This is an optimization exercise on Yosys and OpenROAD, whose aim is small area and a short achievable clock period, not a production implementation. Only simulation tests tie the RTL to the original design; equivalence was not proved. Power is estimated from default activity; no workload was simulated.

<file path="config.mk">
export PLATFORM = sky130hd
export DESIGN_NAME = kgp_risc
export DESIGN_NICKNAME = kgp_risc
export VERILOG_FILES = /design/flow/design.v
export SDC_FILE = /design/flow/constraint.sdc
export NUM_CORES = 4
export LEC_CHECK = 0
export CAP_MARGIN = 20
export CORE_MARGIN = 2
export CORE_UTILIZATION = 40
export SLEW_MARGIN = 20
</file>
<file path="constraint.sdc">
create_clock -name core_clock -period 12.5 [get_ports {clk}]
set_input_delay 2.5000 -clock core_clock [delete_from_list [all_inputs] [get_ports {clk}]]
set_output_delay 2.5000 -clock core_clock [all_outputs]
set_load 0.01 [all_outputs]
</file>
<file path="design.v">
`timescale 1ns / 1ps
module mux_32bit(input select,
					  input [31:0] a,
					  input [31:0] b,
					  output [31:0] out
    );
	assign out = select?b:a;
endmodule
`timescale 1ns / 1ps
module sign_extend(
    input [15:0] in,
    output [31:0] out
    );
	wire [15:0] a = {16{in[15]}};
	assign out = {a , in};
endmodule
`timescale 1ns / 1ps
module sign_extend_26to32(
   input [25:0] in,
   output [31:0] out
    );
	wire [5:0] a = {6{in[25]}};
	assign out = {a , in};
endmodule
`timescale 1ns / 1ps
module instr_decoder(
    input [31:0] instr,
    input clk,
	 input start,
    output reg Branch,
    output reg MemRead,
    output reg MemtoReg,
    output reg ALUop,
    output reg MemWrite,
    output reg ALUsrc,
    output reg RegWrite,
	 output reg ra_RegWrite
    );
	always@(*)
	begin
		if (start == 1)
		begin
			Branch=0;		 
			MemRead=0;
			MemtoReg=0;
			ALUop=0;
			MemWrite=0;
			ALUsrc=0;
			RegWrite=0;
			ra_RegWrite=0;
			case (instr[31:26])
				6'b000000: begin			 
								Branch=0;
								MemRead=0;
								MemtoReg=0;
								ALUop=1;
								MemWrite=0;
								ALUsrc=0;
								RegWrite=1;
								ra_RegWrite=0;
							  end
				6'b000100: begin			 
								Branch=0;
								MemRead=0;
								MemtoReg=0;
								ALUop=1;
								MemWrite=0;
								ALUsrc=1;
								RegWrite=1;
								ra_RegWrite=0;
							  end
				6'b000101: begin			 
								Branch=0;
								MemRead=0;
								MemtoReg=0;
								ALUop=1;
								MemWrite=0;
								ALUsrc=1;
								RegWrite=1;
								ra_RegWrite=0;
							  end
			  6'b000010: begin			 
								Branch=0;
								MemRead=1;
								MemtoReg=1;
								ALUop=0;
								MemWrite=0;
								ALUsrc=1;
								RegWrite=1;
								ra_RegWrite=0;
							  end
			 6'b000011: begin				 
								Branch=0;
								MemRead=0;
								MemtoReg=0;
								ALUop=0;
								MemWrite=1;
								ALUsrc=1;
								RegWrite=0;
								ra_RegWrite=0;
							  end
				6'b010000: begin			 
								Branch=1;
								MemRead=0;
								MemtoReg=0;
								ALUop=0;
								MemWrite=0;
								ALUsrc=0;
								RegWrite=0;
								ra_RegWrite=0;
							  end
				6'b010001: begin			 
								Branch=1;
								MemRead=0;
								MemtoReg=0;
								ALUop=0;
								MemWrite=0;
								ALUsrc=0;
								RegWrite=0;
								ra_RegWrite=0;
							  end
				6'b010010: begin			 
								Branch=1;
								MemRead=0;
								MemtoReg=0;
								ALUop=0;
								MemWrite=0;
								ALUsrc=0;
								RegWrite=0;
								ra_RegWrite=0;
							  end
				6'b010011: begin			 
								Branch=1;
								MemRead=0;
								MemtoReg=0;
								ALUop=0;
								MemWrite=0;
								ALUsrc=0;
								RegWrite=0;
								ra_RegWrite=0;
							  end
				6'b010100: begin			 
								Branch=1;
								MemRead=0;
								MemtoReg=0;
								ALUop=0;
								MemWrite=0;
								ALUsrc=0;
								RegWrite=0;
								ra_RegWrite=0;
							  end
				6'b010101: begin			 
								Branch=1;
								MemRead=0;
								MemtoReg=0;
								ALUop=0;
								MemWrite=0;
								ALUsrc=0;
								RegWrite=0;
								ra_RegWrite=0;
							end
				6'b010110: begin			 
								Branch=1;
								MemRead=0;
								MemtoReg=0;
								ALUop=0;
								MemWrite=0;
								ALUsrc=0;
								RegWrite=0;
								ra_RegWrite=0;
							  end
				6'b010111: begin			 
								Branch=1;
								MemRead=0;
								MemtoReg=0;
								ALUop=0;
								MemWrite=0;
								ALUsrc=0;
								RegWrite=0;
								ra_RegWrite=0;
							  end
				6'b011000: begin			 
								Branch=1;
								MemRead=0;
								MemtoReg=0;
								ALUop=0;
								MemWrite=0;
								ALUsrc=0;
								RegWrite=0;
								ra_RegWrite=0;
							  end
				6'b011001: begin			 
								Branch=1;
								MemRead=0;
								MemtoReg=0;
								ALUop=0;
								MemWrite=0;
								ALUsrc=0;
								RegWrite=0;
								ra_RegWrite=0;
							  end
				6'b000110: begin			 
								Branch=1;
								MemRead=0;
								MemtoReg=0;
								ALUop=0;
								MemWrite=0;
								ALUsrc=0;
								RegWrite=0;
								ra_RegWrite=1;
							  end
				6'b000111: begin			 
								Branch=1;
								MemRead=0;
								MemtoReg=0;
								ALUop=0;
								MemWrite=0;
								ALUsrc=0;
								RegWrite=0;
								ra_RegWrite=0;
							  end
				endcase
			end
			else	 
			begin	
				Branch=0;
				MemRead=0;
				MemtoReg=0;
				ALUop=0;
				MemWrite=0;
				ALUsrc=0;
				RegWrite=0;
				ra_RegWrite=0;
			end
		end
endmodule
`timescale 1ns / 1ps
module RegBank( input [4:0] rr1,
					  input [4:0] rr2,
					  input clk,
					  input we,
					  input ra_we,
					  input mem,
					  input [4:0] wr,
					  input [31:0] data,
					  input [31:0] pc_4,
					  input start,
					  output [31:0] rd1,
					  output [31:0] rd2,
					  output [31:0] ra,
					  output [31:0] write_data,
					  output reg stop
					);
	reg [31:0] register [31:0];
	assign rd1 = mem?register[rr2]:register[rr1];	 
	assign rd2 = register[rr2];
	assign ra = register[31];		 
	assign write_data = register[rr1];
	always@(posedge clk)
	begin
		if((register[1]<register[2]) && (register[2]<register[3]) && (register[3]<register[4]))
			stop <= 1;
		else
			stop <= 0;
	end
	always@(posedge clk)
	begin
		if(start)
		begin
			if(we)	 
				register[wr] <= data;
			if(ra_we)
				register[31] <= pc_4;
		end
		else
		begin		 
			register[0] <= 0;
			register[1] <= 0;
			register[2] <= 0;
			register[3] <= 0;
			register[4] <= 0;
			register[5] <= 0;
			register[6] <= 0;
			register[7] <= 0;
			register[8] <= 0;
			register[9] <= 0;
			register[10] <= 0;
			register[11] <= 0;
			register[12] <= 0;
			register[13] <= 0;
			register[14] <= 0;
			register[15] <= 0;
			register[16] <= 0;
			register[17] <= 0;
			register[18] <= 0;
			register[19] <= 0;
			register[20] <= 0;
			register[21] <= 0;
			register[22] <= 0;
			register[23] <= 0;
			register[24] <= 0;
			register[25] <= 0;
			register[26] <= 0;
			register[27] <= 0;
			register[28] <= 0;
			register[29] <= 0;
			register[30] <= 0;
			register[31] <= 0;
		end
	end
endmodule
`timescale 1ns / 1ps
module alu( input clk,
				input start,
				input ALUop,
				input ALUsrc,
				input ac, 
				input signed [31:0] x,
				input signed [31:0] y,
				input [3:0] func,
				input [4:0] shamt,
				output reg [31:0] out,
				output reg carryflag,
				output reg zflag,
				output reg overflowflag,
				output reg signflag,
				output [31:0] DA
			);
reg unsigned [31:0] X,Y;
reg c_n, z_n, v_n, s_n;		 
reg upd_cv, upd_zs;			 
assign DA = x+y;
always@(*)
begin
	X=x;
	Y=y;
	out=32'b0;
	c_n=carryflag;
	z_n=zflag;
	v_n=overflowflag;
	s_n=signflag;
	upd_cv=0;
	upd_zs=0;
	if(ALUop)
	begin
		if(!ALUsrc)
		begin
			case(func)
			  4'b0000 : begin 	 
								X=x;
								Y=y;
								{c_n,out} = X + Y;
								z_n = (out == 32'b0)? 1'b1 : 1'b0 ;
								s_n = out[31];
								upd_zs = 1;
								v_n = ((x[31]==y[31]) && (out[31] != x[31])) ? 1'b1 : 1'b0 ;
								upd_cv = 1;
							end
			  4'b0001 : begin 	 
								out = ~y+1;
								z_n = (out == 32'b0)? 1'b1 : 1'b0 ;
								s_n = out[31];
								upd_zs = 1;
							end
			  4'b0010 : begin 	 
								out = x & y;
								z_n = (out == 32'b0)? 1'b1 : 1'b0 ;
								s_n = out[31];
								upd_zs = 1;
							end
			  4'b0011 : begin		 
								out = x ^ y;
								z_n = (out == 32'b0)? 1'b1 : 1'b0 ;
								s_n = out[31];
								upd_zs = 1;
							end
			  4'b0100 : begin		 
								out = x << shamt;
								z_n = (out == 32'b0)? 1'b1 : 1'b0 ;
								s_n = out[31];
								upd_zs = 1;
							end
			  4'b0101 : begin		 
								out = x >> shamt;
								z_n = (out == 32'b0)? 1'b1 : 1'b0 ;
								s_n = out[31];
								upd_zs = 1;
							end
			  4'b0110 : begin		 
								out = x << y;
								z_n = (out == 32'b0)? 1'b1 : 1'b0 ;
								s_n = out[31];
								upd_zs = 1;
							end
			  4'b0111 : begin		 
								out = x >> y;
								z_n = (out == 32'b0)? 1'b1 : 1'b0 ;
								s_n = out[31];
								upd_zs = 1;
							end
			  4'b1000 : begin		 
								out = x >>> shamt;
								z_n = (out == 32'b0)? 1'b1 : 1'b0 ;
								s_n = out[31];
								upd_zs = 1;
							end
			  4'b1001 : begin 	 
								out = x >>> y;
								z_n = (out == 32'b0)? 1'b1 : 1'b0 ;
								s_n = out[31];
								upd_zs = 1;
							end
			endcase
		end
		else
		begin
			case(ac)
				0: begin		 
						X=x;
						Y=y;
						{c_n,out} = X + Y;
						z_n = (out == 32'b0)? 1'b1 : 1'b0 ;
						s_n = out[31];
						upd_zs = 1;
						v_n = ((x[31]==y[31]) && (out[31] != x[31])) ? 1'b1 : 1'b0 ;
						upd_cv = 1;
					end
				1: begin		 
						out = ~y+1;
						z_n = (out == 32'b0)? 1'b1 : 1'b0 ;
						s_n = out[31];
						upd_zs = 1;
					end
			endcase
		end
	end
end
always@(posedge clk)
begin
	if(!start)
	begin
		carryflag <= 1'b0;
		zflag <= 1'b0;
		overflowflag <= 1'b0;
		signflag <= 1'b0;
	end
	else
	begin
		if(upd_cv)
		begin
			carryflag <= c_n;
			overflowflag <= v_n;
		end
		if(upd_zs)
		begin
			zflag <= z_n;
			signflag <= s_n;
		end
	end
end
endmodule
`timescale 1ns / 1ps
module branch( input clk,
					input branch,
					input [5:0] instr,
					input [31:0] rd1,
					input [31:0] ra,
					input [31:0] label,
					input zflag,
				   input carryflag,
				   input overflowflag,
				   input signflag,
					input start,
					output reg [31:0] PC,
					output [31:0] pc_4
    );
	assign pc_4 = PC+4;	 
	always@(posedge clk)
	begin
		if(!start)
			PC <= 32'b0;
		else
		begin
			case (instr)
				6'b010000:	 
					begin
						PC<=label;
					end
				6'b010001:	 
					begin
						PC<=rd1;
					end
				6'b010010:	 
					begin
						if(zflag)
							PC<=label;
						else
							PC<=PC+4;
					end
				6'b010011:	 
					begin
						if(!zflag)
							PC<=label;
						else
							PC<=PC+4;
					end
				6'b010100:	 
					begin
						if(carryflag)
							PC<=label;
						else
							PC<=PC+4;
					end
				6'b010101:	 
					begin
						if(!carryflag)
							PC<=label;
						else
							PC<=PC+4;
					end
				6'b010110:	 
					begin
						if(signflag)
							PC<=label;
						else
							PC<=PC+4;
					end
				6'b010111:	 
					begin
						if(!signflag)
							PC<=label;
						else
							PC<=PC+4;
					end
				6'b011000:	 
					begin
						if(overflowflag)
							PC<=label;
						else
							PC<=PC+4;
					end
				6'b011001:	 
					begin
						if(!overflowflag)
							PC<=label;
						else
							PC<=PC+4;
					end
				6'b000110:   
					begin
						PC<=label;
					end
				6'b000111:    
					begin
						PC<=ra;
					end
				default:
					begin
						PC<=PC+4;
					end	
			endcase
		end
	end
endmodule
`timescale 1ns / 1ps
module kgp_risc(
	 input [31:0] instr,
	 input [31:0] doutd,
	 input start,
    input clk,
	 output [31:0] PC,
	 output [31:0] DA,
	 output [31:0] write_data,
	 output [3:0] wea,
	 output stop
	 );
	wire [31:0] rd1, rd2, ra, rd, ra1;
	wire [4:0] rr1;
	wire [31:0] data;
	wire [31:0] pc_4;
	wire [31:0] alu_data;
	wire [31:0] sign_extended_imm;
	wire [31:0] label;
	wire [31:0] alu_out;
	wire carryflag;
	wire zflag;
	wire overflowflag;
	wire signflag;
	wire Branch;		 
	wire MemRead;		 
	wire MemtoReg;    
	wire ALUop;			 
	wire MemWrite;   
	wire ALUsrc;     
	wire RegWrite;		 
	wire ra_RegWrite;    
	assign wea = {4{MemWrite}};	 
	instr_decoder D(instr, clk, start, Branch, MemRead, MemtoReg, ALUop, MemWrite, ALUsrc, RegWrite, ra_RegWrite);
	RegBank R(instr[25:21], instr[20:16], clk, RegWrite, ra_RegWrite, (MemtoReg || MemWrite), instr[25:21], data, pc_4, start, rd1, rd2, ra, write_data, stop);
	sign_extend S1(instr[15:0], sign_extended_imm);
	mux_32bit M2(ALUsrc, rd2, sign_extended_imm, alu_data);	 
	alu A(clk, start, ALUop, ALUsrc, instr[26], rd1, alu_data, instr[3:0], instr[10:6], alu_out, carryflag, zflag, overflowflag, signflag, DA);
	mux_32bit M3(MemtoReg, alu_out, doutd, data);	 
	sign_extend_26to32 S2(instr[25:0], label);
	branch B(clk, Branch, instr[31:26], rd1, ra, label, zflag, carryflag, overflowflag, signflag, start, PC, pc_4);	 
endmodule
</file>
<file path="run.sh">
#!/bin/bash
# synth_recipe.tcl (not shown) runs the flow's synth.tcl, then flattens the netlist and writes it again
# the make line also repeats each setting of config.mk as NAME=value (left out here)
make -C /OpenROAD-flow-scripts/flow DESIGN_CONFIG=/design/flow/config.mk WORK_HOME=/design/flow/orfs CLKGATE_MAP_FILE= SYNTH_SCRIPT=/design/flow/synth_recipe.tcl finish
</file>
==> results.sh <==
export IMPL_run_status="no timing/DRC/antenna violations"
export IMPL_cpPeakStageDelay_ns=1.05
export IMPL_die_h_um=422.9
export IMPL_crit_type="in2out"
export IMPL_yosysTopAreaCell="dfxtp_1"
export IMPL_row_count=153
export IMPL_cp_arrival_ns=9.76
export IMPL_synth_top_family_by_area="compound AO/OA/AOI/OAI gates"
export IMPL_wl_per_cell_um=40.28
export IMPL_via_per_inst=6.981
export IMPL_path_clk_slew_ns=0.06
export IMPL_die_area_sq_um=178900
export IMPL_final_cells=10620
export IMPL_final_cell_area_sq_um=79130
export IMPL_worstMarginPinSlew_ns=1.357
export IMPL_numClockSinks=1061
export IMPL_synthAdderAreaFrac=0.02292
export IMPL_port_buffers=166
export IMPL_max_freq_ghz=0.08157
export IMPL_die_x_um=422.9
export IMPL_p_per_area_nw_per_um2=110.3
export IMPL_slew_viol_final=0
export IMPL_max_slew_margin=0.08914
export IMPL_synthMuxAreaShare=0.1982
export IMPL_grt_pass1_wl_mm=580.4
export IMPL_yosysSeqAreaShare=0.3071
export IMPL_cts_tree="built"
export IMPL_rsz0062_at_grt="no"
export IMPL_syn_to_final_growth_pct=12.72
export IMPL_maxCapViolations=0
export IMPL_antenna_found_initial=46
export IMPL_synth_xor_area_share=0.01185
export IMPL_hp_class="reg2reg"
export IMPL_fin_worst_skew_ns=0.09569
export IMPL_pin_count=167
export IMPL_grt_overflow=0
export IMPL_synth_fp_nets=8533
export IMPL_cellLeakagePower_nw=28.50
export IMPL_nets=8374
export IMPL_cp_start_kind="primary input"
export IMPL_netlist_area_sq_um=70210
export IMPL_yosys_area_share_simple=0.1226
export IMPL_cp_num_buf_inv=3
export IMPL_worstPathCellList="clkdlybuf4s50_1, nand4_1, o22ai_1, nor4_1, a21oi_1, a21oi_1, inv_1, ha_1, a2111oi_0, o21ai_0, a31o_2, a21bo_2, a41oi_1, a21oi_1, o22a_1, a21oi_1, nor2b_1, nor4_1, nor3_1, xor2_1, buf_4"
export IMPL_cpMaxStageDelayCell="clkdlybuf4s50_1"
export IMPL_netlist_top_cells_count="dfxtp_1 (1029), mux2i_1 (1010), nor2_1 (1001)"
export IMPL_netlist_area_leader_share=0.2934
export IMPL_synth_avg_cell_area_sq_um=8.419
export IMPL_cts_buffers=115
export IMPL_post_route_cells_drive_above_1_share=0.1270
export IMPL_fin_crit_ns=12.26
export IMPL_coreArea_sq_um=174200
export IMPL_synth_edf_count=32
export IMPL_dp_cells=10380
export IMPL_critPathTopFamily="compound AO/OA/AOI/OAI gates"
export IMPL_drcViolationCount=0
export IMPL_synthCells=8339
export IMPL_cts_buffer_depth=3
export IMPL_yosys_top_cells_area="dfxtp_1 (29%), mux2i_1 (14%), a211oi_1 (7.7%)"
export IMPL_yosysMostFrequentCell="dfxtp_1"
export IMPL_synth_compound_area_share=0.2710
export IMPL_ant_nets=0
export IMPL_synth_seq_cells=1061
export IMPL_htreeDepth=3
export IMPL_grt_max_degree=129
export IMPL_setup_viol=0
export IMPL_cp_common_cell="a21oi_1"
export IMPL_drt_iter0_drc=11680
export IMPL_critPathMaxFanout=21
export IMPL_synth_cell_type_count=119
export IMPL_cp_required_ns=10.00
export IMPL_vias=74130
export IMPL_grt_pass1_vias=68250
export IMPL_gp_congestion=1.047
export IMPL_yosysWarnings=4
export IMPL_async_reset_ff_frac=0
export IMPL_first_pass_iters=6
export IMPL_cts_root_buffer="clkbuf_16"
export IMPL_clkLatencyLatePin_ns=0.84
export IMPL_end_kind="output pin"
export IMPL_tns_ns=0
export IMPL_ys_flop_type="dfxtp_1"
export IMPL_placed_area_sq_um=74980
export IMPL_start_util=0.4030
export IMPL_vdd_drop_max_mv=0.1108
export IMPL_period_share=0.9808
export IMPL_hpwl_mm=310.6
export IMPL_wl_mm=427.8
export IMPL_hold_viol=0
export IMPL_grtUsageTotal=0.4589
cell type report:
class	count	area, sq um
clock buffer	175	3443
tap	2325	2909
fill	17190	95070
clock inverter	39	618.1
sequential	1061	21560
multi-input combinational	6223	44650
inverter	173	660.6
timing repair buffer	606	5246
antenna	17	42.54
kinds of logic after synthesis:
group	after synthesis
AO/OA/AOI/OAI	2893
AND/OR/NAND/NOR	1902
flip-flops	1061
adder cells (fa/ha/maj)	128
multiplexers	1205
XOR/XNOR	95
buffers and inverters	1055
cells in the final DEF, fill, tap and decap left out, types with 115 or more instances in the layout:
master           netlist  routed
nand3_1              133     133
mux2i_1             1010    1008
o21ai_0              496     492
inv_1                160     159
a21oi_1              603     588
clkbuf_16              0     115
o22ai_1              321     321
ha_1                 127     127
nand2_1              325     324
a22oi_1              211     204
mux4_2               141     141
buf_4                 41     413
nor2_1              1001     961
clkdlybuf4s50_1        0     152
dfxtp_1             1029    1029
a211oi_1             716     716
path summary, 6_finish.rpt:
kind | slack (ns) | cells past startpoint | to | start
worst max-delay path | 0.24 | 21 | DA[30] | instr[22]
worst min-delay path | 0.51 | 2 | R.register[18][23]$_SDFFE_PN0P_ | R.register[18][23]$_SDFFE_PN0P_
worst max register to register | 4.46 | 16 | R.register[26][4]$_SDFFE_PN0P_ | R.register[31][24]$_DFFE_PP_
worst min register to register | 0.51 | 2 | R.register[18][23]$_SDFFE_PN0P_ | R.register[18][23]$_SDFFE_PN0P_
metrics by stage:
stage,power (mW),setup WS [ns],hold WS (ns),utilization
after floorplan,4.303,2.355,0.4869,-
after CTS,8.651,0.4416,0.5116,0.4537
after detailed placement,5.016,0.4666,0.5039,0.4304
after global placement,5.026,0.5485,0.4964,0.4304
after global routing,8.862,0.03096,0.5286,0.4541
final,8.729,0.2403,0.5127,0.4543
sequential cells by signal (all words and copies together), names as in the netlist:
register / flops
A.carryflag: 1
A.overflowflag: 1
A.signflag: 1
A.zflag: 1
B.PC: 32
R.register: 1024
R.stop: 1
worst register-to-register path: stages, from the launching register on:
cell	delay, ns
edfxtp_1	0.73
mux4_2	0.59
a221oi_1	0.63
nand4_1	0.46
nor4_2	0.31
nor2_2	0.13
nor3_4	0.78
nand2_1	0.86
o2bb2ai_1	0.91
a222oi_1	0.29
buf_4	0.24
a221oi_1	0.65
nand2_1	0.19
a21oi_1	0.53
a21oi_2	0.10
buf_12	0.20
a211oi_1	0.34
where the power goes:
group / switching, mW / internal [mW]
combinational: 1.12 / 0.457
sequential: 0.0385 / 3.41
clock: 1.55 / 2.15
total: 2.71 / 6.02
per-layer routing:
metal  share of wire  track usage
met5         0.00053            0
met4           0.078       0.2874
met3            0.12       0.1433
met2            0.40       0.6503
met1            0.40       0.6017
timing repair:
item	4_1_cts	5_1_grt
gates resized for setup	0	0
endpoints found under the setup margin	0	1
hold buffers	0	0
buffers inserted	0	3

[separate check: timing with driven ports]
The flow's constraints put no driver on any port. The routed layout listed below was extracted and timed again, unchanged, in two steps.
Step 1 sets driving cells, clkbuf_16 on the clock port and buf_2 on the other inputs (assumed; they add their load-dependent delay and slew).
Step 2 also shifts input and output timing later by t, the mid clock arrival at the registers, as if the neighbouring blocks saw the same clock.
Slacks: ideal ports / drivers / drivers and shift; pairs: ideal ports / drivers.
shift t [ns]: 0.872
slack for setup (ns): 0.240 / -0.050 / -0.050
worst setup path after step 2: input to output
latest minus earliest clock arrival (ns): 0.096 / 0.096
worst slew at a driven data input, ns: 0.32
With both steps, setup timing fails in this run, where it was met with ideal ports. The setup slack of this run moves by -0.290 ns with the drivers and by -0.290 ns with both steps.
